Source: an optimization exercise on an open RTL-to-GDS flow (aim: small area and a short achievable clock period). Production flows keep margins and buffers that such runs may drop. At most, simulation tests tie the RTL to the original design; equivalence was not proved. No functional check of the RTL was part of runs 1 and 2.

`design.v`:
```
`timescale 1ns / 1ps
module multiplier_16bit (
    input  wire clk,
    input  wire rst,
    input  wire signed [15:0] a,
    input  wire signed [15:0] b,
    output reg  signed [31:0] product,
    output reg  signed [15:0] a_out,
    output reg  signed [15:0] b_out
);
    wire [15:0] ag = a;
    wire [31:0] accn = product;
    wire [16:0] x0;    
    wire one0 = b[0] ^ 1'b0;
    wire two0 = (b[1] & ~b[0] & ~1'b0) | (~b[1] & b[0] & 1'b0);
    wire neg0 = b[1];
    assign x0[0] = ((one0 & ag[0]) | (two0 & 1'b0)) ^ neg0;
    assign x0[1] = ((one0 & ag[1]) | (two0 & ag[0])) ^ neg0;
    assign x0[2] = ((one0 & ag[2]) | (two0 & ag[1])) ^ neg0;
    assign x0[3] = ((one0 & ag[3]) | (two0 & ag[2])) ^ neg0;
    assign x0[4] = ((one0 & ag[4]) | (two0 & ag[3])) ^ neg0;
    assign x0[5] = ((one0 & ag[5]) | (two0 & ag[4])) ^ neg0;
    assign x0[6] = ((one0 & ag[6]) | (two0 & ag[5])) ^ neg0;
    assign x0[7] = ((one0 & ag[7]) | (two0 & ag[6])) ^ neg0;
    assign x0[8] = ((one0 & ag[8]) | (two0 & ag[7])) ^ neg0;
    assign x0[9] = ((one0 & ag[9]) | (two0 & ag[8])) ^ neg0;
    assign x0[10] = ((one0 & ag[10]) | (two0 & ag[9])) ^ neg0;
    assign x0[11] = ((one0 & ag[11]) | (two0 & ag[10])) ^ neg0;
    assign x0[12] = ((one0 & ag[12]) | (two0 & ag[11])) ^ neg0;
    assign x0[13] = ((one0 & ag[13]) | (two0 & ag[12])) ^ neg0;
    assign x0[14] = ((one0 & ag[14]) | (two0 & ag[13])) ^ neg0;
    assign x0[15] = ((one0 & ag[15]) | (two0 & ag[14])) ^ neg0;
    assign x0[16] = ~(((one0 & ag[15]) | (two0 & ag[15])) ^ neg0);
    wire [16:0] x1;    
    wire one1 = b[2] ^ b[1];
    wire two1 = (b[3] & ~b[2] & ~b[1]) | (~b[3] & b[2] & b[1]);
    wire neg1 = b[3];
    assign x1[0] = ((one1 & ag[0]) | (two1 & 1'b0)) ^ neg1;
    assign x1[1] = ((one1 & ag[1]) | (two1 & ag[0])) ^ neg1;
    assign x1[2] = ((one1 & ag[2]) | (two1 & ag[1])) ^ neg1;
    assign x1[3] = ((one1 & ag[3]) | (two1 & ag[2])) ^ neg1;
    assign x1[4] = ((one1 & ag[4]) | (two1 & ag[3])) ^ neg1;
    assign x1[5] = ((one1 & ag[5]) | (two1 & ag[4])) ^ neg1;
    assign x1[6] = ((one1 & ag[6]) | (two1 & ag[5])) ^ neg1;
    assign x1[7] = ((one1 & ag[7]) | (two1 & ag[6])) ^ neg1;
    assign x1[8] = ((one1 & ag[8]) | (two1 & ag[7])) ^ neg1;
    assign x1[9] = ((one1 & ag[9]) | (two1 & ag[8])) ^ neg1;
    assign x1[10] = ((one1 & ag[10]) | (two1 & ag[9])) ^ neg1;
    assign x1[11] = ((one1 & ag[11]) | (two1 & ag[10])) ^ neg1;
    assign x1[12] = ((one1 & ag[12]) | (two1 & ag[11])) ^ neg1;
    assign x1[13] = ((one1 & ag[13]) | (two1 & ag[12])) ^ neg1;
    assign x1[14] = ((one1 & ag[14]) | (two1 & ag[13])) ^ neg1;
    assign x1[15] = ((one1 & ag[15]) | (two1 & ag[14])) ^ neg1;
    assign x1[16] = ~(((one1 & ag[15]) | (two1 & ag[15])) ^ neg1);
    wire [16:0] x2;    
    wire one2 = b[4] ^ b[3];
    wire two2 = (b[5] & ~b[4] & ~b[3]) | (~b[5] & b[4] & b[3]);
    wire neg2 = b[5];
    assign x2[0] = ((one2 & ag[0]) | (two2 & 1'b0)) ^ neg2;
    assign x2[1] = ((one2 & ag[1]) | (two2 & ag[0])) ^ neg2;
    assign x2[2] = ((one2 & ag[2]) | (two2 & ag[1])) ^ neg2;
    assign x2[3] = ((one2 & ag[3]) | (two2 & ag[2])) ^ neg2;
    assign x2[4] = ((one2 & ag[4]) | (two2 & ag[3])) ^ neg2;
    assign x2[5] = ((one2 & ag[5]) | (two2 & ag[4])) ^ neg2;
    assign x2[6] = ((one2 & ag[6]) | (two2 & ag[5])) ^ neg2;
    assign x2[7] = ((one2 & ag[7]) | (two2 & ag[6])) ^ neg2;
    assign x2[8] = ((one2 & ag[8]) | (two2 & ag[7])) ^ neg2;
    assign x2[9] = ((one2 & ag[9]) | (two2 & ag[8])) ^ neg2;
    assign x2[10] = ((one2 & ag[10]) | (two2 & ag[9])) ^ neg2;
    assign x2[11] = ((one2 & ag[11]) | (two2 & ag[10])) ^ neg2;
    assign x2[12] = ((one2 & ag[12]) | (two2 & ag[11])) ^ neg2;
    assign x2[13] = ((one2 & ag[13]) | (two2 & ag[12])) ^ neg2;
    assign x2[14] = ((one2 & ag[14]) | (two2 & ag[13])) ^ neg2;
    assign x2[15] = ((one2 & ag[15]) | (two2 & ag[14])) ^ neg2;
    assign x2[16] = ~(((one2 & ag[15]) | (two2 & ag[15])) ^ neg2);
    wire [16:0] x3;    
    wire one3 = b[6] ^ b[5];
    wire two3 = (b[7] & ~b[6] & ~b[5]) | (~b[7] & b[6] & b[5]);
    wire neg3 = b[7];
    assign x3[0] = ((one3 & ag[0]) | (two3 & 1'b0)) ^ neg3;
    assign x3[1] = ((one3 & ag[1]) | (two3 & ag[0])) ^ neg3;
    assign x3[2] = ((one3 & ag[2]) | (two3 & ag[1])) ^ neg3;
    assign x3[3] = ((one3 & ag[3]) | (two3 & ag[2])) ^ neg3;
    assign x3[4] = ((one3 & ag[4]) | (two3 & ag[3])) ^ neg3;
    assign x3[5] = ((one3 & ag[5]) | (two3 & ag[4])) ^ neg3;
    assign x3[6] = ((one3 & ag[6]) | (two3 & ag[5])) ^ neg3;
    assign x3[7] = ((one3 & ag[7]) | (two3 & ag[6])) ^ neg3;
    assign x3[8] = ((one3 & ag[8]) | (two3 & ag[7])) ^ neg3;
    assign x3[9] = ((one3 & ag[9]) | (two3 & ag[8])) ^ neg3;
    assign x3[10] = ((one3 & ag[10]) | (two3 & ag[9])) ^ neg3;
    assign x3[11] = ((one3 & ag[11]) | (two3 & ag[10])) ^ neg3;
    assign x3[12] = ((one3 & ag[12]) | (two3 & ag[11])) ^ neg3;
    assign x3[13] = ((one3 & ag[13]) | (two3 & ag[12])) ^ neg3;
    assign x3[14] = ((one3 & ag[14]) | (two3 & ag[13])) ^ neg3;
    assign x3[15] = ((one3 & ag[15]) | (two3 & ag[14])) ^ neg3;
    assign x3[16] = ~(((one3 & ag[15]) | (two3 & ag[15])) ^ neg3);
    wire [16:0] x4;    
    wire one4 = b[8] ^ b[7];
    wire two4 = (b[9] & ~b[8] & ~b[7]) | (~b[9] & b[8] & b[7]);
    wire neg4 = b[9];
    assign x4[0] = ((one4 & ag[0]) | (two4 & 1'b0)) ^ neg4;
    assign x4[1] = ((one4 & ag[1]) | (two4 & ag[0])) ^ neg4;
    assign x4[2] = ((one4 & ag[2]) | (two4 & ag[1])) ^ neg4;
    assign x4[3] = ((one4 & ag[3]) | (two4 & ag[2])) ^ neg4;
    assign x4[4] = ((one4 & ag[4]) | (two4 & ag[3])) ^ neg4;
    assign x4[5] = ((one4 & ag[5]) | (two4 & ag[4])) ^ neg4;
    assign x4[6] = ((one4 & ag[6]) | (two4 & ag[5])) ^ neg4;
    assign x4[7] = ((one4 & ag[7]) | (two4 & ag[6])) ^ neg4;
    assign x4[8] = ((one4 & ag[8]) | (two4 & ag[7])) ^ neg4;
    assign x4[9] = ((one4 & ag[9]) | (two4 & ag[8])) ^ neg4;
    assign x4[10] = ((one4 & ag[10]) | (two4 & ag[9])) ^ neg4;
    assign x4[11] = ((one4 & ag[11]) | (two4 & ag[10])) ^ neg4;
    assign x4[12] = ((one4 & ag[12]) | (two4 & ag[11])) ^ neg4;
    assign x4[13] = ((one4 & ag[13]) | (two4 & ag[12])) ^ neg4;
    assign x4[14] = ((one4 & ag[14]) | (two4 & ag[13])) ^ neg4;
    assign x4[15] = ((one4 & ag[15]) | (two4 & ag[14])) ^ neg4;
    assign x4[16] = ~(((one4 & ag[15]) | (two4 & ag[15])) ^ neg4);
    wire [16:0] x5;    
    wire one5 = b[10] ^ b[9];
    wire two5 = (b[11] & ~b[10] & ~b[9]) | (~b[11] & b[10] & b[9]);
    wire neg5 = b[11];
    assign x5[0] = ((one5 & ag[0]) | (two5 & 1'b0)) ^ neg5;
    assign x5[1] = ((one5 & ag[1]) | (two5 & ag[0])) ^ neg5;
    assign x5[2] = ((one5 & ag[2]) | (two5 & ag[1])) ^ neg5;
    assign x5[3] = ((one5 & ag[3]) | (two5 & ag[2])) ^ neg5;
    assign x5[4] = ((one5 & ag[4]) | (two5 & ag[3])) ^ neg5;
    assign x5[5] = ((one5 & ag[5]) | (two5 & ag[4])) ^ neg5;
    assign x5[6] = ((one5 & ag[6]) | (two5 & ag[5])) ^ neg5;
    assign x5[7] = ((one5 & ag[7]) | (two5 & ag[6])) ^ neg5;
    assign x5[8] = ((one5 & ag[8]) | (two5 & ag[7])) ^ neg5;
    assign x5[9] = ((one5 & ag[9]) | (two5 & ag[8])) ^ neg5;
    assign x5[10] = ((one5 & ag[10]) | (two5 & ag[9])) ^ neg5;
    assign x5[11] = ((one5 & ag[11]) | (two5 & ag[10])) ^ neg5;
    assign x5[12] = ((one5 & ag[12]) | (two5 & ag[11])) ^ neg5;
    assign x5[13] = ((one5 & ag[13]) | (two5 & ag[12])) ^ neg5;
    assign x5[14] = ((one5 & ag[14]) | (two5 & ag[13])) ^ neg5;
    assign x5[15] = ((one5 & ag[15]) | (two5 & ag[14])) ^ neg5;
    assign x5[16] = ~(((one5 & ag[15]) | (two5 & ag[15])) ^ neg5);
    wire [16:0] x6;    
    wire one6 = b[12] ^ b[11];
    wire two6 = (b[13] & ~b[12] & ~b[11]) | (~b[13] & b[12] & b[11]);
    wire neg6 = b[13];
    assign x6[0] = ((one6 & ag[0]) | (two6 & 1'b0)) ^ neg6;
    assign x6[1] = ((one6 & ag[1]) | (two6 & ag[0])) ^ neg6;
    assign x6[2] = ((one6 & ag[2]) | (two6 & ag[1])) ^ neg6;
    assign x6[3] = ((one6 & ag[3]) | (two6 & ag[2])) ^ neg6;
    assign x6[4] = ((one6 & ag[4]) | (two6 & ag[3])) ^ neg6;
    assign x6[5] = ((one6 & ag[5]) | (two6 & ag[4])) ^ neg6;
    assign x6[6] = ((one6 & ag[6]) | (two6 & ag[5])) ^ neg6;
    assign x6[7] = ((one6 & ag[7]) | (two6 & ag[6])) ^ neg6;
    assign x6[8] = ((one6 & ag[8]) | (two6 & ag[7])) ^ neg6;
    assign x6[9] = ((one6 & ag[9]) | (two6 & ag[8])) ^ neg6;
    assign x6[10] = ((one6 & ag[10]) | (two6 & ag[9])) ^ neg6;
    assign x6[11] = ((one6 & ag[11]) | (two6 & ag[10])) ^ neg6;
    assign x6[12] = ((one6 & ag[12]) | (two6 & ag[11])) ^ neg6;
    assign x6[13] = ((one6 & ag[13]) | (two6 & ag[12])) ^ neg6;
    assign x6[14] = ((one6 & ag[14]) | (two6 & ag[13])) ^ neg6;
    assign x6[15] = ((one6 & ag[15]) | (two6 & ag[14])) ^ neg6;
    assign x6[16] = ~(((one6 & ag[15]) | (two6 & ag[15])) ^ neg6);
    wire [16:0] x7;    
    wire one7 = b[14] ^ b[13];
    wire two7 = (b[15] & ~b[14] & ~b[13]) | (~b[15] & b[14] & b[13]);
    wire neg7 = b[15];
    assign x7[0] = ((one7 & ag[0]) | (two7 & 1'b0)) ^ neg7;
    assign x7[1] = ((one7 & ag[1]) | (two7 & ag[0])) ^ neg7;
    assign x7[2] = ((one7 & ag[2]) | (two7 & ag[1])) ^ neg7;
    assign x7[3] = ((one7 & ag[3]) | (two7 & ag[2])) ^ neg7;
    assign x7[4] = ((one7 & ag[4]) | (two7 & ag[3])) ^ neg7;
    assign x7[5] = ((one7 & ag[5]) | (two7 & ag[4])) ^ neg7;
    assign x7[6] = ((one7 & ag[6]) | (two7 & ag[5])) ^ neg7;
    assign x7[7] = ((one7 & ag[7]) | (two7 & ag[6])) ^ neg7;
    assign x7[8] = ((one7 & ag[8]) | (two7 & ag[7])) ^ neg7;
    assign x7[9] = ((one7 & ag[9]) | (two7 & ag[8])) ^ neg7;
    assign x7[10] = ((one7 & ag[10]) | (two7 & ag[9])) ^ neg7;
    assign x7[11] = ((one7 & ag[11]) | (two7 & ag[10])) ^ neg7;
    assign x7[12] = ((one7 & ag[12]) | (two7 & ag[11])) ^ neg7;
    assign x7[13] = ((one7 & ag[13]) | (two7 & ag[12])) ^ neg7;
    assign x7[14] = ((one7 & ag[14]) | (two7 & ag[13])) ^ neg7;
    assign x7[15] = ((one7 & ag[15]) | (two7 & ag[14])) ^ neg7;
    assign x7[16] = ~(((one7 & ag[15]) | (two7 & ag[15])) ^ neg7);
    wire s0, c1;
    fa us0 (accn[0], b[1], x0[0], s0, c1);
    wire s2, c3;
    fa us2 (accn[1], x0[1], c1, s2, c3);
    wire s4, c5;
    fa us4 (accn[2], b[3], x0[2], s4, c5);
    wire s6, c7;
    fa us6 (x1[0], s4, c3, s6, c7);
    wire s8, c9;
    fa us8 (accn[3], x0[3], x1[1], s8, c9);
    wire s10, c11;
    fa us10 (c5, s8, c7, s10, c11);
    wire s12, c13;
    fa us12 (accn[4], b[5], x0[4], s12, c13);
    wire s14, c15;
    fa us14 (x1[2], x2[0], c9, s14, c15);
    wire s16, c17;
    fa us16 (s12, s14, c11, s16, c17);
    wire s18, c19;
    fa us18 (accn[5], x0[5], x1[3], s18, c19);
    wire s20, c21;
    fa us20 (x2[1], c13, s18, s20, c21);
    wire s22, c23;
    fa us22 (c15, s20, c17, s22, c23);
    wire s24, c25;
    fa us24 (accn[6], b[7], x0[6], s24, c25);
    wire s26, c27;
    fa us26 (x1[4], x2[2], x3[0], s26, c27);
    wire s28, c29;
    fa us28 (c19, s24, s26, s28, c29);
    wire s30, c31;
    fa us30 (c21, s28, c23, s30, c31);
    wire s32, c33;
    fa us32 (accn[7], x0[7], x1[5], s32, c33);
    wire s34, c35;
    fa us34 (x2[3], x3[1], c25, s34, c35);
    wire s36, c37;
    fa us36 (c27, s32, s34, s36, c37);
    wire s38, c39;
    ha us38 (c29, s36, s38, c39);
    wire s40, c41;
    fa us40 (accn[8], b[9], x0[8], s40, c41);
    wire s42, c43;
    fa us42 (x1[6], x2[4], x3[2], s42, c43);
    wire s44, c45;
    fa us44 (x4[0], c33, s40, s44, c45);
    wire s46, c47;
    fa us46 (s42, c35, s44, s46, c47);
    wire s48, c49;
    fa us48 (c37, s46, c39, s48, c49);
    wire s50, c51;
    fa us50 (accn[9], x0[9], x1[7], s50, c51);
    wire s52, c53;
    fa us52 (x2[5], x3[3], x4[1], s52, c53);
    wire s54, c55;
    fa us54 (c41, c43, s50, s54, c55);
    wire s56, c57;
    fa us56 (s52, c45, s54, s56, c57);
    wire s58, c59;
    fa us58 (c47, s56, c49, s58, c59);
    wire s60, c61;
    fa us60 (accn[10], b[11], x0[10], s60, c61);
    wire s62, c63;
    fa us62 (x1[8], x2[6], x3[4], s62, c63);
    wire s64, c65;
    fa us64 (x4[2], x5[0], c51, s64, c65);
    wire s66, c67;
    fa us66 (c53, s60, s62, s66, c67);
    wire s68, c69;
    fa us68 (s64, c55, s66, s68, c69);
    wire s70, c71;
    fa us70 (c57, s68, c59, s70, c71);
    wire s72, c73;
    fa us72 (accn[11], x0[11], x1[9], s72, c73);
    wire s74, c75;
    fa us74 (x2[7], x3[5], x4[3], s74, c75);
    wire s76, c77;
    fa us76 (x5[1], c61, c63, s76, c77);
    wire s78, c79;
    fa us78 (s72, s74, c65, s78, c79);
    wire s80, c81;
    fa us80 (s76, c67, s78, s80, c81);
    wire s82, c83;
    ha us82 (c69, s80, s82, c83);
    wire s84, c85;
    fa us84 (accn[12], b[13], x0[12], s84, c85);
    wire s86, c87;
    fa us86 (x1[10], x2[8], x3[6], s86, c87);
    wire s88, c89;
    fa us88 (x4[4], x5[2], x6[0], s88, c89);
    wire s90, c91;
    fa us90 (c73, c75, s84, s90, c91);
    wire s92, c93;
    fa us92 (s86, s88, c77, s92, c93);
    wire s94, c95;
    fa us94 (s90, c79, s92, s94, c95);
    wire s96, c97;
    fa us96 (c81, s94, c83, s96, c97);
    wire s98, c99;
    fa us98 (accn[13], x0[13], x1[11], s98, c99);
    wire s100, c101;
    fa us100 (x2[9], x3[7], x4[5], s100, c101);
    wire s102, c103;
    fa us102 (x5[3], x6[1], c85, s102, c103);
    wire s104, c105;
    fa us104 (c87, c89, s98, s104, c105);
    wire s106, c107;
    fa us106 (s100, s102, c91, s106, c107);
    wire s108, c109;
    fa us108 (s104, c93, s106, s108, c109);
    wire s110, c111;
    fa us110 (c95, s108, c97, s110, c111);
    wire s112, c113;
    fa us112 (accn[14], b[15], x0[14], s112, c113);
    wire s114, c115;
    fa us114 (x1[12], x2[10], x3[8], s114, c115);
    wire s116, c117;
    fa us116 (x4[6], x5[4], x6[2], s116, c117);
    wire s118, c119;
    fa us118 (x7[0], c99, c101, s118, c119);
    wire s120, c121;
    fa us120 (s112, s114, s116, s120, c121);
    wire s122, c123;
    fa us122 (c103, s118, c105, s122, c123);
    wire s124, c125;
    fa us124 (s120, c107, s122, s124, c125);
    wire s126, c127;
    ha us126 (c109, s124, s126, c127);
    wire s128, c129;
    fa us128 (accn[15], x0[15], x1[13], s128, c129);
    wire s130, c131;
    fa us130 (x2[11], x3[9], x4[7], s130, c131);
    wire s132, c133;
    fa us132 (x5[5], x6[3], x7[1], s132, c133);
    wire s134, c135;
    fa us134 (c113, c115, c117, s134, c135);
    wire s136, c137;
    fa us136 (s128, s130, s132, s136, c137);
    wire s138, c139;
    fa us138 (c119, s134, c121, s138, c139);
    wire s140, c141;
    fa us140 (s136, c123, s138, s140, c141);
    wire s142, c143;
    fa us142 (c125, s140, c127, s142, c143);
    wire s144, c145;
    fa us144 (accn[16], x0[16], 1'b1, s144, c145);
    wire s146, c147;
    fa us146 (x1[14], x2[12], x3[10], s146, c147);
    wire s148, c149;
    fa us148 (x4[8], x5[6], x6[4], s148, c149);
    wire s150, c151;
    fa us150 (x7[2], s144, c129, s150, c151);
    wire s152, c153;
    fa us152 (c131, c133, s146, s152, c153);
    wire s154, c155;
    fa us154 (s148, c135, s150, s154, c155);
    wire s156, c157;
    fa us156 (c137, s152, c139, s156, c157);
    wire s158, c159;
    fa us158 (s154, c141, s156, s158, c159);
    wire s160, c161;
    fa us160 (accn[17], x1[15], 1'b1, s160, c161);
    wire s162, c163;
    fa us162 (x2[13], x3[11], x4[9], s162, c163);
    wire s164, c165;
    fa us164 (x5[7], x6[5], x7[3], s164, c165);
    wire s166, c167;
    fa us166 (c145, s160, c147, s166, c167);
    wire s168, c169;
    fa us168 (c149, s162, s164, s168, c169);
    wire s170, c171;
    fa us170 (c151, s166, c153, s170, c171);
    wire s172, c173;
    fa us172 (s168, c155, s170, s172, c173);
    wire s174, c175;
    fa us174 (c157, s172, c159, s174, c175);
    wire s176, c177;
    fa us176 (accn[18], x1[16], x2[14], s176, c177);
    wire s178, c179;
    fa us178 (x3[12], x4[10], x5[8], s178, c179);
    wire s180, c181;
    fa us180 (x6[6], x7[4], c161, s180, c181);
    wire s182, c183;
    fa us182 (c163, c165, s176, s182, c183);
    wire s184, c185;
    fa us184 (s178, s180, c167, s184, c185);
    wire s186, c187;
    fa us186 (c169, s182, c171, s186, c187);
    wire s188, c189;
    fa us188 (s184, c173, s186, s188, c189);
    wire s190, c191;
    fa us190 (accn[19], x2[15], 1'b1, s190, c191);
    wire s192, c193;
    fa us192 (x3[13], x4[11], x5[9], s192, c193);
    wire s194, c195;
    fa us194 (x6[7], x7[5], s190, s194, c195);
    wire s196, c197;
    fa us196 (c177, c179, s192, s196, c197);
    wire s198, c199;
    fa us198 (c181, s194, c183, s198, c199);
    wire s200, c201;
    fa us200 (s196, c185, s198, s200, c201);
    wire s202, c203;
    fa us202 (c187, s200, c189, s202, c203);
    wire s204, c205;
    fa us204 (accn[20], x2[16], x3[14], s204, c205);
    wire s206, c207;
    fa us206 (x4[12], x5[10], x6[8], s206, c207);
    wire s208, c209;
    fa us208 (x7[6], c191, c193, s208, c209);
    wire s210, c211;
    fa us210 (s204, s206, c195, s210, c211);
    wire s212, c213;
    fa us212 (s208, c197, s210, s212, c213);
    wire s214, c215;
    fa us214 (c199, s212, c201, s214, c215);
    wire s216, c217;
    fa us216 (accn[21], x3[15], 1'b1, s216, c217);
    wire s218, c219;
    fa us218 (x4[13], x5[11], x6[9], s218, c219);
    wire s220, c221;
    fa us220 (x7[7], s216, c205, s220, c221);
    wire s222, c223;
    fa us222 (c207, s218, c209, s222, c223);
    wire s224, c225;
    fa us224 (s220, c211, s222, s224, c225);
    wire s226, c227;
    fa us226 (c213, s224, c215, s226, c227);
    wire s228, c229;
    fa us228 (accn[22], x3[16], x4[14], s228, c229);
    wire s230, c231;
    fa us230 (x5[12], x6[10], x7[8], s230, c231);
    wire s232, c233;
    fa us232 (c217, c219, s228, s232, c233);
    wire s234, c235;
    fa us234 (s230, c221, s232, s234, c235);
    wire s236, c237;
    fa us236 (c223, s234, c225, s236, c237);
    wire s238, c239;
    fa us238 (accn[23], x4[15], 1'b1, s238, c239);
    wire s240, c241;
    fa us240 (x5[13], x6[11], x7[9], s240, c241);
    wire s242, c243;
    fa us242 (s238, c229, c231, s242, c243);
    wire s244, c245;
    fa us244 (s240, s242, c233, s244, c245);
    wire s246, c247;
    fa us246 (c235, s244, c237, s246, c247);
    wire s248, c249;
    fa us248 (accn[24], x4[16], x5[14], s248, c249);
    wire s250, c251;
    fa us250 (x6[12], x7[10], c239, s250, c251);
    wire s252, c253;
    fa us252 (c241, s248, s250, s252, c253);
    wire s254, c255;
    fa us254 (c243, s252, c245, s254, c255);
    wire s256, c257;
    fa us256 (accn[25], x5[15], 1'b1, s256, c257);
    wire s258, c259;
    fa us258 (x6[13], x7[11], s256, s258, c259);
    wire s260, c261;
    fa us260 (c249, c251, s258, s260, c261);
    wire s262, c263;
    fa us262 (c253, s260, c255, s262, c263);
    wire s264, c265;
    fa us264 (accn[26], x5[16], x6[14], s264, c265);
    wire s266, c267;
    fa us266 (x7[12], c257, s264, s266, c267);
    wire s268, c269;
    fa us268 (c259, s266, c261, s268, c269);
    wire s270, c271;
    fa us270 (accn[27], x6[15], 1'b1, s270, c271);
    wire s272, c273;
    fa us272 (x7[13], s270, c265, s272, c273);
    wire s274, c275;
    fa us274 (s272, c267, c269, s274, c275);
    wire s276, c277;
    fa us276 (accn[28], x6[16], x7[14], s276, c277);
    wire s278, c279;
    fa us278 (c271, s276, c273, s278, c279);
    wire s280, c281;
    fa us280 (accn[29], x7[15], 1'b1, s280, c281);
    wire s282, c283;
    fa us282 (s280, c277, c279, s282, c283);
    wire s284, c285;
    fa us284 (accn[30], x7[16], c281, s284, c285);
    wire s286, c287;
    fa us286 (accn[31], c285, 1'b1, s286, c287);
    wire [31:0] r0 = {s286, s284, s282, s278, s274, s268, s262, s254, s246, s236, s226, s214, s202, s188, s174, s158, s142, s126, s110, s96, s82, s70, s58, s48, s38, s30, s22, s16, s10, s6, s2, s0};
    wire [31:0] r1 = {1'b0, c283, 1'b0, c275, 1'b0, c263, 1'b0, c247, 1'b0, c227, 1'b0, c203, 1'b0, c175, 1'b0, c143, 1'b0, c111, 1'b0, 1'b0, c71, 1'b0, 1'b0, 1'b0, c31, 1'b0, 1'b0, 1'b0, 1'b0, 1'b0, 1'b0, 1'b0};
    wire [31:0] sum;
    wire [31:0] p0, gn;
    assign p0[0] = r0[0];
    assign gn[0] = 1'b1;
    assign p0[1] = r0[1];
    assign gn[1] = 1'b1;
    assign p0[2] = r0[2];
    assign gn[2] = 1'b1;
    assign p0[3] = r0[3];
    assign gn[3] = 1'b1;
    assign p0[4] = r0[4];
    assign gn[4] = 1'b1;
    assign p0[5] = r0[5];
    assign gn[5] = 1'b1;
    assign p0[6] = r0[6];
    assign gn[6] = 1'b1;
    wire g7;
    ha upg7 (r0[7], r1[7], p0[7], g7);
    assign gn[7] = ~g7;
    assign p0[8] = r0[8];
    assign gn[8] = 1'b1;
    assign p0[9] = r0[9];
    assign gn[9] = 1'b1;
    assign p0[10] = r0[10];
    assign gn[10] = 1'b1;
    wire g11;
    ha upg11 (r0[11], r1[11], p0[11], g11);
    assign gn[11] = ~g11;
    assign p0[12] = r0[12];
    assign gn[12] = 1'b1;
    assign p0[13] = r0[13];
    assign gn[13] = 1'b1;
    wire g14;
    ha upg14 (r0[14], r1[14], p0[14], g14);
    assign gn[14] = ~g14;
    assign p0[15] = r0[15];
    assign gn[15] = 1'b1;
    wire g16;
    ha upg16 (r0[16], r1[16], p0[16], g16);
    assign gn[16] = ~g16;
    assign p0[17] = r0[17];
    assign gn[17] = 1'b1;
    wire g18;
    ha upg18 (r0[18], r1[18], p0[18], g18);
    assign gn[18] = ~g18;
    assign p0[19] = r0[19];
    assign gn[19] = 1'b1;
    wire g20;
    ha upg20 (r0[20], r1[20], p0[20], g20);
    assign gn[20] = ~g20;
    assign p0[21] = r0[21];
    assign gn[21] = 1'b1;
    wire g22;
    ha upg22 (r0[22], r1[22], p0[22], g22);
    assign gn[22] = ~g22;
    assign p0[23] = r0[23];
    assign gn[23] = 1'b1;
    wire g24;
    ha upg24 (r0[24], r1[24], p0[24], g24);
    assign gn[24] = ~g24;
    assign p0[25] = r0[25];
    assign gn[25] = 1'b1;
    wire g26;
    ha upg26 (r0[26], r1[26], p0[26], g26);
    assign gn[26] = ~g26;
    assign p0[27] = r0[27];
    assign gn[27] = 1'b1;
    wire g28;
    ha upg28 (r0[28], r1[28], p0[28], g28);
    assign gn[28] = ~g28;
    assign p0[29] = r0[29];
    assign gn[29] = 1'b1;
    wire g30;
    ha upg30 (r0[30], r1[30], p0[30], g30);
    assign gn[30] = ~g30;
    assign p0[31] = r0[31];
    assign gn[31] = 1'b1;
    wire G288 = ~gn[1] | (p0[1] & ~gn[0]);
    wire G289 = ~gn[3] | (p0[3] & ~gn[2]);
    wire P290 = p0[3] & p0[2];
    wire G291 = ~gn[5] | (p0[5] & ~gn[4]);
    wire P292 = p0[5] & p0[4];
    wire G293 = ~gn[7] | (p0[7] & ~gn[6]);
    wire P294 = p0[7] & p0[6];
    wire G295 = ~gn[9] | (p0[9] & ~gn[8]);
    wire P296 = p0[9] & p0[8];
    wire G297 = ~gn[11] | (p0[11] & ~gn[10]);
    wire P298 = p0[11] & p0[10];
    wire G299 = ~gn[13] | (p0[13] & ~gn[12]);
    wire P300 = p0[13] & p0[12];
    wire G301 = ~gn[15] | (p0[15] & ~gn[14]);
    wire P302 = p0[15] & p0[14];
    wire G303 = ~gn[17] | (p0[17] & ~gn[16]);
    wire P304 = p0[17] & p0[16];
    wire G305 = ~gn[19] | (p0[19] & ~gn[18]);
    wire P306 = p0[19] & p0[18];
    wire G307 = ~gn[21] | (p0[21] & ~gn[20]);
    wire P308 = p0[21] & p0[20];
    wire G309 = ~gn[23] | (p0[23] & ~gn[22]);
    wire P310 = p0[23] & p0[22];
    wire G311 = ~gn[25] | (p0[25] & ~gn[24]);
    wire P312 = p0[25] & p0[24];
    wire G313 = ~gn[27] | (p0[27] & ~gn[26]);
    wire P314 = p0[27] & p0[26];
    wire G315 = ~gn[29] | (p0[29] & ~gn[28]);
    wire P316 = p0[29] & p0[28];
    wire G317 = ~gn[31] | (p0[31] & ~gn[30]);
    wire P318 = p0[31] & p0[30];
    wire G319 = ~gn[2] | (p0[2] & G288);
    wire G320 = G289 | (P290 & G288);
    wire G321 = ~gn[6] | (p0[6] & G291);
    wire P322 = p0[6] & P292;
    wire G323 = G293 | (P294 & G291);
    wire P324 = P294 & P292;
    wire G325 = ~gn[10] | (p0[10] & G295);
    wire P326 = p0[10] & P296;
    wire G327 = G297 | (P298 & G295);
    wire P328 = P298 & P296;
    wire G329 = ~gn[14] | (p0[14] & G299);
    wire P330 = p0[14] & P300;
    wire G331 = G301 | (P302 & G299);
    wire P332 = P302 & P300;
    wire G333 = ~gn[18] | (p0[18] & G303);
    wire P334 = p0[18] & P304;
    wire G335 = G305 | (P306 & G303);
    wire P336 = P306 & P304;
    wire G337 = ~gn[22] | (p0[22] & G307);
    wire P338 = p0[22] & P308;
    wire G339 = G309 | (P310 & G307);
    wire P340 = P310 & P308;
    wire G341 = ~gn[26] | (p0[26] & G311);
    wire P342 = p0[26] & P312;
    wire G343 = G313 | (P314 & G311);
    wire P344 = P314 & P312;
    wire G345 = ~gn[30] | (p0[30] & G315);
    wire P346 = p0[30] & P316;
    wire G347 = G317 | (P318 & G315);
    wire P348 = P318 & P316;
    wire G349 = ~gn[4] | (p0[4] & G320);
    wire G350 = G291 | (P292 & G320);
    wire G351 = G321 | (P322 & G320);
    wire G352 = G323 | (P324 & G320);
    wire G353 = ~gn[12] | (p0[12] & G327);
    wire P354 = p0[12] & P328;
    wire G355 = G299 | (P300 & G327);
    wire P356 = P300 & P328;
    wire G357 = G329 | (P330 & G327);
    wire P358 = P330 & P328;
    wire G359 = G331 | (P332 & G327);
    wire P360 = P332 & P328;
    wire G361 = ~gn[20] | (p0[20] & G335);
    wire P362 = p0[20] & P336;
    wire G363 = G307 | (P308 & G335);
    wire P364 = P308 & P336;
    wire G365 = G337 | (P338 & G335);
    wire P366 = P338 & P336;
    wire G367 = G339 | (P340 & G335);
    wire P368 = P340 & P336;
    wire G369 = ~gn[28] | (p0[28] & G343);
    wire P370 = p0[28] & P344;
    wire G371 = G315 | (P316 & G343);
    wire P372 = P316 & P344;
    wire G373 = G345 | (P346 & G343);
    wire P374 = P346 & P344;
    wire G375 = G347 | (P348 & G343);
    wire P376 = P348 & P344;
    wire G377 = ~gn[8] | (p0[8] & G352);
    wire G378 = G295 | (P296 & G352);
    wire G379 = G325 | (P326 & G352);
    wire G380 = G327 | (P328 & G352);
    wire G381 = G353 | (P354 & G352);
    wire G382 = G355 | (P356 & G352);
    wire G383 = G357 | (P358 & G352);
    wire G384 = G359 | (P360 & G352);
    wire G385 = ~gn[24] | (p0[24] & G367);
    wire P386 = p0[24] & P368;
    wire G387 = G311 | (P312 & G367);
    wire P388 = P312 & P368;
    wire G389 = G341 | (P342 & G367);
    wire P390 = P342 & P368;
    wire G391 = G343 | (P344 & G367);
    wire P392 = P344 & P368;
    wire G393 = G369 | (P370 & G367);
    wire P394 = P370 & P368;
    wire G395 = G371 | (P372 & G367);
    wire P396 = P372 & P368;
    wire G397 = G373 | (P374 & G367);
    wire P398 = P374 & P368;
    wire G399 = G375 | (P376 & G367);
    wire P400 = P376 & P368;
    wire G401 = ~gn[16] | (p0[16] & G384);
    wire G402 = G303 | (P304 & G384);
    wire G403 = G333 | (P334 & G384);
    wire G404 = G335 | (P336 & G384);
    wire G405 = G361 | (P362 & G384);
    wire G406 = G363 | (P364 & G384);
    wire G407 = G365 | (P366 & G384);
    wire G408 = G367 | (P368 & G384);
    wire G409 = G385 | (P386 & G384);
    wire G410 = G387 | (P388 & G384);
    wire G411 = G389 | (P390 & G384);
    wire G412 = G391 | (P392 & G384);
    wire G413 = G393 | (P394 & G384);
    wire G414 = G395 | (P396 & G384);
    wire G415 = G397 | (P398 & G384);
    wire G416 = G399 | (P400 & G384);
    wire [31:0] cy = {G415, G414, G413, G412, G411, G410, G409, G408, G407, G406, G405, G404, G403, G402, G401, G384, G383, G382, G381, G380, G379, G378, G377, G352, G351, G350, G349, G320, G319, G288, ~gn[0], 1'b0};
    assign sum = p0 ^ cy;
    always @(posedge clk) begin
        product <= sum & {32{~rst}};
        a_out   <= a & {16{~rst}};
        b_out   <= b & {16{~rst}};
    end
endmodule
module booth_enc (input wire b1, input wire b0, input wire bm1, output wire one, output wire two, output wire neg);
    assign one = b0 ^ bm1;
    assign two = (b1 & ~b0 & ~bm1) | (~b1 & b0 & bm1);
    assign neg = b1;
endmodule
module booth_row (input wire [15:0] a, input wire [2:0] b, output wire [16:0] x);
    wire one = b[1] ^ b[0];
    wire two = (b[2] & ~b[1] & ~b[0]) | (~b[2] & b[1] & b[0]);
    wire [16:0] a1 = {a[15], a};
    wire [16:0] a2 = {a, 1'b0};
    wire [16:0] y = ((a1 & {17{one}}) | (a2 & {17{two}})) ^ {17{b[2]}};
    assign x = {~y[16], y[15:0]};
endmodule
module booth_row_i (input wire [15:0] a, input wire [2:0] b, output wire [16:0] x);
    wire one = b[1] ^ b[0];
    wire two = (b[2] & ~b[1] & ~b[0]) | (~b[2] & b[1] & b[0]);
    wire [16:0] a1 = {a[15], a};
    wire [16:0] a2 = {a, 1'b0};
    wire [16:0] y = ((a1 & {17{one}}) | (a2 & {17{two}})) ^ {17{b[2]}};
    assign x = {y[16], ~y[15:0]};
endmodule
module pg (input wire a, input wire b, output wire p, output wire gn);
    assign p  = a ^ b;
    assign gn = ~(a & b);
endmodule
module pgi (input wire an, input wire bn, output wire p, output wire gn);
    assign p  = an ^ bn;
    assign gn = an | bn;
endmodule
module fa (input wire a, input wire b, input wire c, output wire s, output wire co);
    assign s  = a ^ b ^ c;
    assign co = (a & b) | (a & c) | (b & c);
endmodule
module ha (input wire a, input wire b, output wire s, output wire co);
    assign s  = a ^ b;
    assign co = a & b;
endmodule
module fa1 (input wire a, input wire b, output wire s, output wire co);
    assign s  = ~(a ^ b);
    assign co = a | b;
endmodule
```
`flow/run.sh`:
```
#!/bin/bash
# The standard synthesis and layout, with these changes to the layout:
#  * the port buffers are the smallest buffer cell (buffer_ports -buffer_cell) instead of
#    the delay-cell buffers buffer_ports picks by itself;
#  * the clock tree uses the buffers in flow/cts_bufs.txt and no dummy loads;
#  * repair_timing aims for extra setup slack (flow/setup_margin.txt, ns) so the resizer
#    speeds up the critical paths. The clock and I/O constraints are unchanged.
set -euo pipefail
# clock tree: small clock buffers and no dummy loads (64 flip-flops need little drive)
export CTS_ARGS="-sink_clustering_enable -repair_clock_nets -buf_list {$(cat flow/cts_bufs.txt)} -dont_use_dummy_load"
export BUFFER_PORTS_ARGS="-buffer_cell sky130_fd_sc_hd__buf_1"
M=$(cat flow/setup_margin.txt)
if [[ "$M" != "0" ]]; then export SETUP_SLACK_MARGIN=$M; fi
S=$(cat flow/move_sequence.txt)
if [[ -n "$S" ]]; then export SETUP_MOVE_SEQUENCE=$S; fi
bash standard.sh synth > synth.log 2>&1
bash standard.sh finish > layout.log 2>&1
```
`flow/cts_bufs.txt`:
```
sky130_fd_sc_hd__clkbuf_8
```
`flow/move_sequence.txt`:
```
unbuffer,sizeup,swap
```
`flow/setup_margin.txt`:
```
10.8
```
`standard.sh`:
```
#!/bin/bash
# synth_recipe.tcl (not shown) runs the flow's synth.tcl, then flattens the netlist and writes it again
# the make line also repeats each setting of config.mk as NAME=value (left out here)
make -C /OpenROAD-flow-scripts/flow DESIGN_CONFIG=/design/flow/config.mk WORK_HOME=/design/flow/orfs CLKGATE_MAP_FILE= SYNTH_SCRIPT=/design/flow/synth_recipe.tcl "${@:-finish}"
```
`config.mk`:
```
export PLATFORM = sky130hd
export DESIGN_NAME = multiplier_16bit
export DESIGN_NICKNAME = multiplier_16bit
export VERILOG_FILES = /design/flow/design.v
export SDC_FILE = /design/flow/constraint.sdc
export NUM_CORES = 4
export LEC_CHECK = 0
export ABC_AREA = 1
export CAP_MARGIN = 20
export CORE_MARGIN = 2
export CORE_UTILIZATION = 40
export SLEW_MARGIN = 20
export SYNTH_HIERARCHICAL = 1
```
`constraint.sdc`:
```
create_clock -name core_clock -period 20.0 [get_ports {clk}]
set_input_delay 4.0000 -clock core_clock [delete_from_list [all_inputs] [get_ports {clk}]]
set_output_delay 4.0000 -clock core_clock [all_outputs]
set_load 0.01 [all_outputs]
```
==> results.cfg, run 1 <==
[status]
status = finished clean

[clocking]
cts_tree = done
clk_path_buf_depth = 2
number_of_hold_repair_buffers_added_at_the_cts_stage = 0
clock_insertion_delay_worst_skew_ps = 370
post-cts-setup-buffer-count = 0
cts_sinks = 64
clkTransAtPathRegs_ps = 70
htree_num_levels = 3
clk_root_buffer_cell = clkbuf_8
cts-buffers-inserted = 9

[sta]
rsz0062_at_grt = true
fmax_mhz = 111
setup_viol_count_final = 0
finClkSkew_ps = 28.1
fin_crit_share_pct = 45.1
relSlewSlack_pct = 50.6
timing.setup.tns_ps = 0
timing_max_transition_violations_final = 0
postLayoutSetupSlackWorst_ps = 10980
hold_violations = 0
final.min_clock_period_ps = 9020
worst_slew_pin_slew_ps = 740

[route]
detail_route.wl_per_cell_um = 17.9
drt-pass1-iter-count = 5
totalWireLength_mm = 21.5
routed_via_density = 5.31
routed-via-count = 6382
drt_drc_violations_left = 0
dr.first_iter.drc_count = 382
drtAntennaViolNets = 0

[die]
core_area_um2 = 19700
die_h_um = 146
io_pins = 98
die_w_um = 146
die_area_um2 = 21300
row_count = 51
initial_utilization_pct = 41.0

[layout]
instances_no_fill = 1201
nets = 1129
antenna-diode-count = 0
area_growth_syn_to_layout_pct = 9.60
drive_above_1_share_pct = 7.59

[grt]
first_global_vias = 6291
grt_usage_pct = 21.1
grt_pass1_wl_mm = 35.3
antenna_found_initial = 0
pin_count_of_the_biggest_net_entering_global_routing = 49
gr-total-overflow = 0

[critical_path]
path_depth_of_the_worst_reg2reg_path = 15
cp_data_arrival_time_ps = 9290
timing.critical_path.to_type = flop
critical_path.slowest_cell = fa_1
crit_path_start_kind = input port
critPathMaxStageDelay_ps = 520
capture_point_of_the_worst_reg_to_reg_path = product[17]
timing_worst_setup_path_type = in2reg
critical_path_cell_by_cell = buf_1, buf_12, nor2_1, inv_1, nand2_2, o22ai_1, xor2_1, fa_1, fa_1, fa_1, fa_1, fa_1, fa_1, ha_1, nand3_1, a21boi_4, nand2_4, inv_4, ha_1, nor3_1, nor3_1
worst_ep_required_time_ps = 20280
setup.reg_to_reg.worst_slack_ps = 15420
critPathMaxFanout = 22
worst_r2r_startpoint = product[9]
critical-path-top-cell-by-count = fa_1

[synthesis]
synth-edff-count = 0
netlist_instances = 866
main_flop_type_after_synthesis = dfxtp_1
synth_async_sr_flop_share_pct = 0
synth_area_per_cell_um2 = 9.32
total_number_of_yosys_warnings = 7
combined_area_of_all_synthesized_cells_um2 = 8070
ys_seq_area_share_pct = 15.9
synth_cell_types = 36
ys_seq_elements = 64

[min_path]
worst_hold_path.endpoint = product[0]
hp-start = product[0]
hold_path.class = reg2reg
hold_depth = 3

[flow_run]
number_of_max_capacitance_violations_reported = 0

[placed_design]
post-place-ws_ps = 10270
post-dp-hpwl_mm = 16.5
gp_congestion = 0.842
placed_cells_incl_taps = 1192
port_buffers = 97
==> logic make-up (layout without fill, tap and decap cells) <==
group	count (synthesis)	count (layout)	share of synthesized area [%]
compound gates	167	167	13.5
xor+xnor	128	128	13.9
buf+inv	137	199	7.99
flops	64	64	15.9
fa+ha+maj	157	157	37.5
simple gates	212	212	11.2
other cells	1	9	0.0465
==> repair_timing <==
| action | 4_1_cts | 5_1_grt |
|---|---|---|
| setup endpoints to repair | 10 | 17 |
| pin swaps | 0 | 9 |
| gates resized for setup | 5 | 30 |
==> worst max path at each step <==
stage	startpoint	slack, ps	end
after floorplan	b[1]	11270	product[16]
after global placement	b[3]	10370	product[30]
after detailed placement	b[3]	10270	product[30]
after CTS	b[7]	10820	product[17]
after global routing	b[3]	10800	product[17]
final	b[3]	10980	product[17]
==> layout by cell type (no fill, tap or decap), types with 2 or more instances in the layout <==
cell type and count:
fa_1 141, xor2_1 125, o22ai_1 113, buf_1 95, nor2_1 91, nand2_1 69
dfxtp_1 64, inv_1 59, nand3_1 17, a21oi_1 16, ha_1 15, clkinv_1 14
nand2_2 10, conb_1 9, clkbuf_8 9, a211oi_1 8, o21ai_0 7, inv_2 6
nand4_1 6, o22ai_2 6, buf_4 6, nor3_1 5, o21ai_4 5, o21ai_2 4
nor2_2 4, o21bai_1 4, nand2_4 3, nand3b_1 3, buf_12 3, clkinvlp_4 2
nand3_2 2, o21a_1 2, xor2_2 2, clkbuf_2 2, buf_6 2
==> modules after synthesis (local to each module, per instance) <==
| module | cells | flip-flops and latches |
|---|---|---|
| multiplier_16bit | 711 | 64 |
| fa | 1 | 0 |
| ha | 1 | 0 |
==> Yosys cell counts (all sizes together), types with 2 or more instances <==
master / count / share of area (%)
clkbuf: 21 / 0.98
dfxtp: 64 / 16
o21a: 2 / 0.19
ha: 16 / 2.5
fa: 141 / 35
nand4: 6 / 0.47
inv: 67 / 3.1
nand3: 19 / 1.3
o22ai: 119 / 9.5
nand2: 83 / 4.2
o21bai: 4 / 0.37
xor2: 127 / 14
a21boi: 2 / 0.23
a21oi: 16 / 0.99
clkinv: 15 / 0.70
nor2: 96 / 4.7
o21ai: 16 / 1.4
nand3b: 3 / 0.28
nor3: 5 / 0.31
buf: 34 / 3.2
a211oi: 8 / 0.74
==> critical path: cells and delay by family <==
kind,cells,cell delay [ps]
xor+xnor,1,190
buf+inv,4,480
fa+ha+maj,8,3050
simple gates,6,1050
compound gates,2,500
==> metrics by stage <==
step	hold slack (ps)	utilization, %	area (um2)
2_1_floorplan	686	-	8100
3_3_place_gp	648	43.5	8540
3_5_place_dp	664	43.5	8540
4_1_cts	681	44.2	8690
5_1_grt	722	45.0	8840
6_report	667	45.0	8840
==> layout make-up <==
cell class	instances	area (um2)
fillers	1977	10800
multi-input cells	673	6290
flip-flops and latches	64	1280
repair buffers	108	494
well taps	265	332
inverters	82	318
clock buffers	9	124
==> routing by layer <==
layer | vias up | part of all wire, % | GRT usage, %
li1 | 2963 | - | -
met1 | 3172 | 43 | 29.7
met2 | 221 | 49 | 33.9
met3 | 26 | 6.1 | 3.41
met4 | 0 | 1.9 | 5.63
met5 | - | 0 | 0
==> sequential cells by signal, indices dropped and copies added (netlist names) <==
| name | count |
|---|---|
| product | 32 |
| b_out | 16 |
| a_out | 16 |
==> run 2: changes to the inputs <==
--- a/design.v
+++ b/design.v
@@ -217,7 +217,7 @@
     wire s36, c37;
     fa us36 (c27, s32, s34, s36, c37);
     wire s38, c39;
-    ha us38 (c29, s36, s38, c39);
+    fa us38 (c29, s36, c31, s38, c39);
     wire s40, c41;
     fa us40 (accn[8], b[9], x0[8], s40, c41);
     wire s42, c43;
@@ -249,7 +249,7 @@
     wire s68, c69;
     fa us68 (s64, c55, s66, s68, c69);
     wire s70, c71;
-    fa us70 (c57, s68, c59, s70, c71);
+    ha us70 (c57, s68, s70, c71);
     wire s72, c73;
     fa us72 (accn[11], x0[11], x1[9], s72, c73);
     wire s74, c75;
@@ -261,7 +261,7 @@
     wire s80, c81;
     fa us80 (s76, c67, s78, s80, c81);
     wire s82, c83;
-    ha us82 (c69, s80, s82, c83);
+    fa us82 (c69, c71, s80, s82, c83);
     wire s84, c85;
     fa us84 (accn[12], b[13], x0[12], s84, c85);
     wire s86, c87;
@@ -305,7 +305,7 @@
     wire s124, c125;
     fa us124 (s120, c107, s122, s124, c125);
     wire s126, c127;
-    ha us126 (c109, s124, s126, c127);
+    fa us126 (c109, s124, c111, s126, c127);
     wire s128, c129;
     fa us128 (accn[15], x0[15], x1[13], s128, c129);
     wire s130, c131;
@@ -467,7 +467,7 @@
     wire s286, c287;
     fa us286 (accn[31], c285, 1'b1, s286, c287);
     wire [31:0] r0 = {s286, s284, s282, s278, s274, s268, s262, s254, s246, s236, s226, s214, s202, s188, s174, s158, s142, s126, s110, s96, s82, s70, s58, s48, s38, s30, s22, s16, s10, s6, s2, s0};
-    wire [31:0] r1 = {1'b0, c283, 1'b0, c275, 1'b0, c263, 1'b0, c247, 1'b0, c227, 1'b0, c203, 1'b0, c175, 1'b0, c143, 1'b0, c111, 1'b0, 1'b0, c71, 1'b0, 1'b0, 1'b0, c31, 1'b0, 1'b0, 1'b0, 1'b0, 1'b0, 1'b0, 1'b0};
+    wire [31:0] r1 = {1'b0, c283, 1'b0, c275, 1'b0, c263, 1'b0, c247, 1'b0, c227, 1'b0, c203, 1'b0, c175, 1'b0, c143, 1'b0, 1'b0, 1'b0, 1'b0, 1'b0, c59, 1'b0, 1'b0, 1'b0, 1'b0, 1'b0, 1'b0, 1'b0, 1'b0, 1'b0, 1'b0};
     wire [31:0] sum;
     wire [31:0] p0, gn;
     assign p0[0] = r0[0];
@@ -484,25 +484,23 @@
     assign gn[5] = 1'b1;
     assign p0[6] = r0[6];
     assign gn[6] = 1'b1;
-    wire g7;
-    ha upg7 (r0[7], r1[7], p0[7], g7);
-    assign gn[7] = ~g7;
+    assign p0[7] = r0[7];
+    assign gn[7] = 1'b1;
     assign p0[8] = r0[8];
     assign gn[8] = 1'b1;
     assign p0[9] = r0[9];
     assign gn[9] = 1'b1;
-    assign p0[10] = r0[10];
-    assign gn[10] = 1'b1;
-    wire g11;
-    ha upg11 (r0[11], r1[11], p0[11], g11);
-    assign gn[11] = ~g11;
+    wire g10;
+    ha upg10 (r0[10], r1[10], p0[10], g10);
+    assign gn[10] = ~g10;
+    assign p0[11] = r0[11];
+    assign gn[11] = 1'b1;
     assign p0[12] = r0[12];
     assign gn[12] = 1'b1;
     assign p0[13] = r0[13];
     assign gn[13] = 1'b1;
-    wire g14;
-    ha upg14 (r0[14], r1[14], p0[14], g14);
-    assign gn[14] = ~g14;
+    assign p0[14] = r0[14];
+    assign gn[14] = 1'b1;
     assign p0[15] = r0[15];
     assign gn[15] = 1'b1;
     wire g16;
==> results.cfg, run 2 <==
[placed_design]
gp_congestion = 0.824
port_buffers = 97
post-dp-hpwl_mm = 16.5
post-place-ws_ps = 9750

[clocking]
clk_root_buffer_cell = clkbuf_8
cts-buffers-inserted = 9
cts_tree = done
post-cts-setup-buffer-count = 0
clk_path_buf_depth = 2
htree_num_levels = 3
clkTransAtPathRegs_ps = 70
clock_insertion_delay_worst_skew_ps = 360
cts_sinks = 64
number_of_hold_repair_buffers_added_at_the_cts_stage = 0

[sta]
setup_viol_count_final = 0
rsz0062_at_grt = true
hold_violations = 0
fmax_mhz = 107
fin_crit_share_pct = 46.6
timing_max_transition_violations_final = 0
final.min_clock_period_ps = 9330
relSlewSlack_pct = 47.0
worst_slew_pin_slew_ps = 787
timing.setup.tns_ps = 0
finClkSkew_ps = 14.5
postLayoutSetupSlackWorst_ps = 10670

[die]
core_area_um2 = 20400
die_h_um = 149
die_area_um2 = 22100
die_w_um = 149
row_count = 52
io_pins = 98
initial_utilization_pct = 41.1

[flow_run]
number_of_max_capacitance_violations_reported = 0

[synthesis]
synth_cell_types = 38
synth_async_sr_flop_share_pct = 0
synth-edff-count = 0
ys_seq_elements = 64
netlist.top_cell.by_area = fa_1
total_number_of_yosys_warnings = 7
ys_seq_area_share_pct = 15.3
synth.top_cell.area_share_pct = 34.2
synthMostInstantiatedCell = fa_1
synth_top_cells_by_count = 143 x fa_1, 127 x xor2_1, 80 x nor2_1, 69 x nand2_1, 64 x dfxtp_1
main_flop_type_after_synthesis = dfxtp_1
synthTopCellsByArea = fa_1 34%, dfxtp_1 15%, xor2_1 13%
combined_area_of_all_synthesized_cells_um2 = 8380
netlist_instances = 838
synth_area_per_cell_um2 = 10.0

[layout]
largest_register_ff_count = 32
largest_registers = product: 32 flops, a_out: 16 flops, b_out: 16 flops
max_flop_register = product
final_cell_mix = 126 x xor2_1, 126 x fa_1, 90 x buf_1
fillerInstances = 1985
area_growth_syn_to_layout_pct = 11.0
drive_above_1_share_pct = 20.7
antenna-diode-count = 0
nets = 1097

[grt]
antenna_found_initial = 0
pin_count_of_the_biggest_net_entering_global_routing = 52
grt_usage_pct = 20.7
first_global_vias = 6372
grt_pass1_wl_mm = 35.0
gr-total-overflow = 0

[route]
routed-via-count = 6162
detail_route.wl_per_cell_um = 18.5
drt-pass1-iter-count = 5
dr.first_iter.drc_count = 443
drt_drc_violations_left = 0
routed_via_density = 5.24
drtAntennaViolNets = 0
totalWireLength_mm = 21.7

[critical_path]
cp_data_arrival_time_ps = 9610
timing_worst_setup_path_type = in2reg
worst_ep_required_time_ps = 20280
timing.critical_path.to_type = flop
crit_path_start_kind = input port
critPathMaxFanout = 21

[status]
status = finished clean

[min_path]
hold_path.class = reg2reg
==> run 2: cell count changes after synthesis, moves of 4 or more <==
cell / before / now
o22ai_1: 115 / 57
o22ai_2: 4 / 62
nand2_2: 5 / 24
clkbuf_1: 21 / 10
nor2_1: 91 / 80
inv_1: 60 / 50
o21ai_2: 9 / 0
a211oi_1: 8 / 0
a31oi_1: 0 / 7
buf_4: 2 / 9
nand2_1: 76 / 69
a21oi_1: 16 / 10
nand2_4: 2 / 6
==> run 2: path summary, 6_finish.rpt <==
| path | slack (ps) | start | to | cells after the start |
|---|---|---|---|---|
| min | 680 | product[0] | product[0] | 3 |
| max reg2reg | 14870 | product[0] | product[19] | 18 |
| min reg2reg | 680 | product[0] | product[0] | 3 |
| max | 10670 | b[5] | product[24] | 24 |
==> run 2: critical path, cell delays in order <==
cell and delay [ps]:
buf_2 110, buf_12 160, inv_4 80, nand2_4 60
nand2_1 100, nand2_4 160, o22ai_2 140, xor2_1 210
fa_1 480, fa_1 530, fa_1 420, ha_2 200
fa_2 360, fa_2 340, fa_2 340, fa_2 380
fa_2 410, ha_4 300, nand4_4 140, nor2_4 180
nand2_2 100, nand3_4 130, o21ai_1 70, a21oi_1 140
==> run 2: timing repair <==
| item | CTS | global route |
|---|---|---|
| pin swaps | 23 | 8 |
| endpoints found under the setup margin | 20 | 16 |
| resized for setup | 72 | 11 |
| cloned | 0 | 0 |
==> run 2: area by class of cell <==
class                      instances  area (um2)  share of cell area [%]
clock buffer                       9         124                    1.33
timing repair buffer             106         504                    5.42
inverter                          73         300                    3.23
tap                              270         338                    3.63
multi-input combinational        653        6760                    72.6
sequential                        64        1280                    13.8
==> run 2: per-stage QoR <==
stage               hold WS [ps]  std cells  utilization [%]  area [um2]
floorplan                    686        846                -        8490
global placement             643       1166             43.6        8870
detailed placement           669       1166             43.6        8870
CTS                          685       1175             45.4        9260
global route                 764       1175             45.7        9300
finish                       681       1175             45.7        9300
==> run 2: metal layers <==
metal / up-vias / part of all wire, % / global-route usage (%)
met3: 41 / 5.9 / 4.69
met1: 3061 / 42 / 27.4
met4: 0 / 3.6 / 8.29
li1: 2852 / - / -
met2: 208 / 48 / 33.0
met5: - / 0 / 0
==> run 2: modules after synthesis, one instance, submodules excluded <==
module / flip-flops and latches / times used
multiplier_16bit: 64 / 1
fa: 0 / 143
ha: 0 / 10
==> run 2: cells by family (layout without fill, tap and decap cells) <==
| group | count (synthesis) | after routing | share of synthesized area, % |
|---|---|---|---|
| other | 1 | 9 | 0.0448 |
| XOR/XNOR | 128 | 128 | 13.4 |
| AND/OR/NAND/NOR | 210 | 210 | 11.6 |
| buffers and inverters | 129 | 188 | 7.77 |
| flip-flops | 64 | 64 | 15.3 |
| adder cells (fa/ha/maj) | 156 | 156 | 36.1 |
| AO/OA/AOI/OAI | 150 | 150 | 15.8 |
==> run 3: changes to the inputs <==
--- a/design.v
+++ b/design.v
@@ -209,7 +209,7 @@
     wire s28, c29;
     fa us28 (c19, s24, s26, s28, c29);
     wire s30, c31;
-    fa us30 (c21, s28, c23, s30, c31);
+    ha us30 (c21, s28, s30, c31);
     wire s32, c33;
     fa us32 (accn[7], x0[7], x1[5], s32, c33);
     wire s34, c35;
@@ -217,7 +217,7 @@
     wire s36, c37;
     fa us36 (c27, s32, s34, s36, c37);
     wire s38, c39;
-    fa us38 (c29, s36, c31, s38, c39);
+    fa us38 (c29, c31, s36, s38, c39);
     wire s40, c41;
     fa us40 (accn[8], b[9], x0[8], s40, c41);
     wire s42, c43;
@@ -289,7 +289,7 @@
     wire s108, c109;
     fa us108 (s104, c93, s106, s108, c109);
     wire s110, c111;
-    fa us110 (c95, s108, c97, s110, c111);
+    ha us110 (c95, s108, s110, c111);
     wire s112, c113;
     fa us112 (accn[14], b[15], x0[14], s112, c113);
     wire s114, c115;
@@ -321,7 +321,7 @@
     wire s140, c141;
     fa us140 (s136, c123, s138, s140, c141);
     wire s142, c143;
-    fa us142 (c125, s140, c127, s142, c143);
+    ha us142 (c125, s140, s142, c143);
     wire s144, c145;
     fa us144 (accn[16], x0[16], 1'b1, s144, c145);
     wire s146, c147;
@@ -466,8 +466,8 @@
     fa us284 (accn[30], x7[16], c281, s284, c285);
     wire s286, c287;
     fa us286 (accn[31], c285, 1'b1, s286, c287);
-    wire [31:0] r0 = {s286, s284, s282, s278, s274, s268, s262, s254, s246, s236, s226, s214, s202, s188, s174, s158, s142, s126, s110, s96, s82, s70, s58, s48, s38, s30, s22, s16, s10, s6, s2, s0};
-    wire [31:0] r1 = {1'b0, c283, 1'b0, c275, 1'b0, c263, 1'b0, c247, 1'b0, c227, 1'b0, c203, 1'b0, c175, 1'b0, c143, 1'b0, 1'b0, 1'b0, 1'b0, 1'b0, c59, 1'b0, 1'b0, 1'b0, 1'b0, 1'b0, 1'b0, 1'b0, 1'b0, 1'b0, 1'b0};
+    wire [31:0] r0 = {s286, s284, s282, s278, s274, s268, s262, s254, s246, s236, s226, s214, s202, s188, s174, c143, s142, s126, s110, s96, s82, s70, s58, s48, s38, s30, s22, s16, s10, s6, s2, s0};
+    wire [31:0] r1 = {1'b0, c283, 1'b0, c275, 1'b0, c263, 1'b0, c247, 1'b0, c227, 1'b0, c203, 1'b0, c175, 1'b0, s158, c127, 1'b0, c97, 1'b0, 1'b0, c59, 1'b0, 1'b0, 1'b0, c23, 1'b0, 1'b0, 1'b0, 1'b0, 1'b0, 1'b0};
     wire [31:0] sum;
     wire [31:0] p0, gn;
     assign p0[0] = r0[0];
@@ -482,8 +482,9 @@
     assign gn[4] = 1'b1;
     assign p0[5] = r0[5];
     assign gn[5] = 1'b1;
-    assign p0[6] = r0[6];
-    assign gn[6] = 1'b1;
+    wire g6;
+    ha upg6 (r0[6], r1[6], p0[6], g6);
+    assign gn[6] = ~g6;
     assign p0[7] = r0[7];
     assign gn[7] = 1'b1;
     assign p0[8] = r0[8];
@@ -497,12 +498,14 @@
     assign gn[11] = 1'b1;
     assign p0[12] = r0[12];
     assign gn[12] = 1'b1;
-    assign p0[13] = r0[13];
-    assign gn[13] = 1'b1;
+    wire g13;
+    ha upg13 (r0[13], r1[13], p0[13], g13);
+    assign gn[13] = ~g13;
     assign p0[14] = r0[14];
     assign gn[14] = 1'b1;
-    assign p0[15] = r0[15];
-    assign gn[15] = 1'b1;
+    wire g15;
+    ha upg15 (r0[15], r1[15], p0[15], g15);
+    assign gn[15] = ~g15;
     wire g16;
     ha upg16 (r0[16], r1[16], p0[16], g16);
     assign gn[16] = ~g16;
==> flow/setup_margin.txt (replaced) <==
11.3
--- a/config.mk
+++ b/config.mk
@@ -11,3 +11,4 @@
 export CORE_UTILIZATION = 40
 export SLEW_MARGIN = 20
 export SYNTH_HIERARCHICAL = 1
+export TNS_END_PERCENT = 0
==> results.cfg, run 3 <==
[synthesis]
main_flop_type_after_synthesis = dfxtp_1
synth_async_sr_flop_share_pct = 0
netlist.top_cell.by_area = fa_1
combined_area_of_all_synthesized_cells_um2 = 8060
synth-edff-count = 0
netlist_instances = 869
ys_seq_elements = 64
synth_top_cells_by_count = 140 x fa_1, 127 x xor2_1, 115 x o22ai_1, 91 x nor2_1, 77 x nand2_1
synth.top_cell.area_share_pct = 34.8
synthTopCellsByArea = fa_1 35%, dfxtp_1 16%, xor2_1 14%
synth_area_per_cell_um2 = 9.28
ys_seq_area_share_pct = 15.9
synth_cell_types = 36
synthMostInstantiatedCell = fa_1
total_number_of_yosys_warnings = 7

[sta]
final.min_clock_period_ps = 8610
finClkSkew_ps = 16.1
hold_violations = 0
setup_viol_count_final = 0
fin_crit_share_pct = 43.1
rsz0062_at_grt = true
fmax_mhz = 116
timing.setup.tns_ps = 0
worst_slew_pin_slew_ps = 671
relSlewSlack_pct = 55.0
timing_max_transition_violations_final = 0

[layout]
final_cell_mix = 123 x xor2_1, 117 x fa_1, 93 x o22ai_1
instances_no_fill = 1203
drive_above_1_share_pct = 16.4
multiInputGateArea_um2 = 6730
largest_register_ff_count = 32
max_flop_register = product
area_growth_syn_to_layout_pct = 16.1
largest_registers = product: 32 flops, a_out: 16 flops, b_out: 16 flops
seq_area_um2 = 1280
nets = 1133
antenna-diode-count = 0
layout.cells.most_common = xor2_1
fillerInstances = 1936

[clocking]
clk_root_buffer_cell = clkbuf_8
clkTransAtPathRegs_ps = 60
clock_insertion_delay_worst_skew_ps = 360
cts-buffers-inserted = 9
clk_path_buf_depth = 2
post-cts-setup-buffer-count = 0
number_of_hold_repair_buffers_added_at_the_cts_stage = 0
cts_tree = done
cts_sinks = 64
htree_num_levels = 3

[die]
core_area_um2 = 19600
die_area_um2 = 21300
die_w_um = 146
row_count = 51
die_h_um = 146
io_pins = 98
initial_utilization_pct = 41.1

[critical_path]
critPathMaxStageDelay_ps = 540
critPathMaxFanout = 22
setup.reg_to_reg.worst_slack_ps = 15770
cp_data_arrival_time_ps = 8840
critical_path_cell_count = 19
crit_path_start_kind = input port
critPathBufInv = 4
worst_ep_required_time_ps = 20230
critical_path.slowest_cell = fa_2
timing_worst_setup_path_type = in2reg
path_depth_of_the_worst_reg2reg_path = 14
critical-path-top-cell-by-count = fa_2
cp_top_family = adder cells
critical_path_cell_by_cell = clkbuf_2, buf_12, inv_2, o21ai_4, o22ai_2, xor2_2, fa_2, fa_1, fa_2, fa_1, fa_2, ha_4, nand2_1, nor2_4, nand3_2, nand2_8, ha_2, inv_1, nor2_1
worst_r2r_startpoint = product[6]
timing.critical_path.to_type = flop
capture_point_of_the_worst_reg_to_reg_path = product[16]

[route]
drtAntennaViolNets = 0
drt_drc_violations_left = 0
detail_route.wl_per_cell_um = 17.7
routed_via_density = 5.34
drt-pass1-iter-count = 5
totalWireLength_mm = 21.3
dr.first_iter.drc_count = 434
routed-via-count = 6430

[grt]
grt_usage_pct = 20.4
grt_pass1_wl_mm = 34.6
first_global_vias = 6587
antenna_found_initial = 0
gr-total-overflow = 0
pin_count_of_the_biggest_net_entering_global_routing = 47

[status]
status = finished clean

[placed_design]
placed_cells_incl_taps = 1194
gp_congestion = 0.819
post-dp-hpwl_mm = 15.7
port_buffers = 97

[min_path]
hp-start = product[1]
worst_hold_path.endpoint = product[1]
hold_path.class = reg2reg
hold_depth = 3

[flow_run]
number_of_max_capacitance_violations_reported = 0
[run 3: how the worst max path moves through the flow]
stage                     from           to  slack [ps]
final                     b[3]  product[16]       11390
after floorplan           b[1]  product[17]       11360
after global placement    b[9]  product[24]       10540
after CTS                 b[3]  product[24]       11310
after detailed placement  b[7]  product[24]       10470
after global routing      b[1]  product[30]       11210
[run 3: kinds of logic after synthesis]
family,after synthesis,synth area share [%]
AO/OA/AOI/OAI,168,13.6
other,1,0.0465
AND/OR/NAND/NOR,212,11.1
flip-flops,64,15.9
adder cells (fa/ha/maj),159,37.7
buffers and inverters,137,7.73
XOR/XNOR,128,13.9
[run 3: layout make-up]
type                    count  share of cell area [%]
multi-input cells         676                    72.0
flip-flops and latches     64                    13.7
repair buffers            108                    5.84
inverters                  81                    3.62
well taps                 265                    3.54
clock buffers               9                    1.32
[run 3: worst min-delay path, stage by stage, from the launching register on]
cell,delay (ps)
dfxtp_1,360
fa_1,180
inv_1,40
nor2_1,60
[run 3: repair_timing]
item | 4_1_cts | 5_1_grt
pin swaps | 17 | 46
gates cloned | 0 | 0
resized for setup | 55 | 98
endpoints found under the setup margin | 16 | 19
[run 3: metrics by stage]
step | setup slack (ps) | cell area (um2) | utilization (%) | hold slack (ps)
after floorplan | 11360 | 8090 | - | 686
after global placement | 10540 | 8550 | 43.6 | 647
after detailed placement | 10470 | 8550 | 43.6 | 673
after CTS | 11310 | 8940 | 45.6 | 680
after global routing | 11210 | 9360 | 47.8 | 720
final | 11390 | 9360 | 47.8 | 672
[run 3: per-layer routing]
layer | global-route usage [%] | up-vias | wire length, um
li1 | - | 2964 | -
met4 | 5.54 | 0 | 437
met5 | 0 | - | 0
met2 | 35.3 | 197 | 11300
met1 | 26.1 | 3243 | 8490
met3 | 3.92 | 26 | 1060
[run 3: modules after synthesis, one instance, submodules excluded]
module,cells,flip-flops and latches
fa,1,0
multiplier_16bit,713,64
ha,1,0

==> separate check: timing with driven ports <==
In the flow no input, the clock included, has a driving cell. The finished layouts below were timed again as built, in two steps. Step 1 assumes that a clkbuf_16 drives the clock port and a buf_2 every other input. Step 2, shift: input delay + t, output delay - t, t = (earliest + latest rising clock arrival at the registers) / 2. This alone moves slack from input paths to output paths. a / b / c = ideal / step 1 / step 2; a / b = the first two.
run	shift t [ns]	setup WS [ns]	hold WS [ns]	worst setup path at the end	worst data-port slew with drivers (ns)
run 1	0.397	10.984 / 10.999 / 10.602	0.667 / 0.667 / 0.667	input to register	0.04
run 2	0.405	10.675 / 10.670 / 10.265	0.681 / 0.681 / 0.681	input to register	0.06
run 3	0.396	11.388 / 11.394 / 10.998	0.672 / 0.672 / 0.672	input to register	0.04
After both steps setup and hold are still met in every run listed. The setup slack of run 2, which loses most, moves by -0.005 ns with the drivers and by -0.410 ns with both steps.
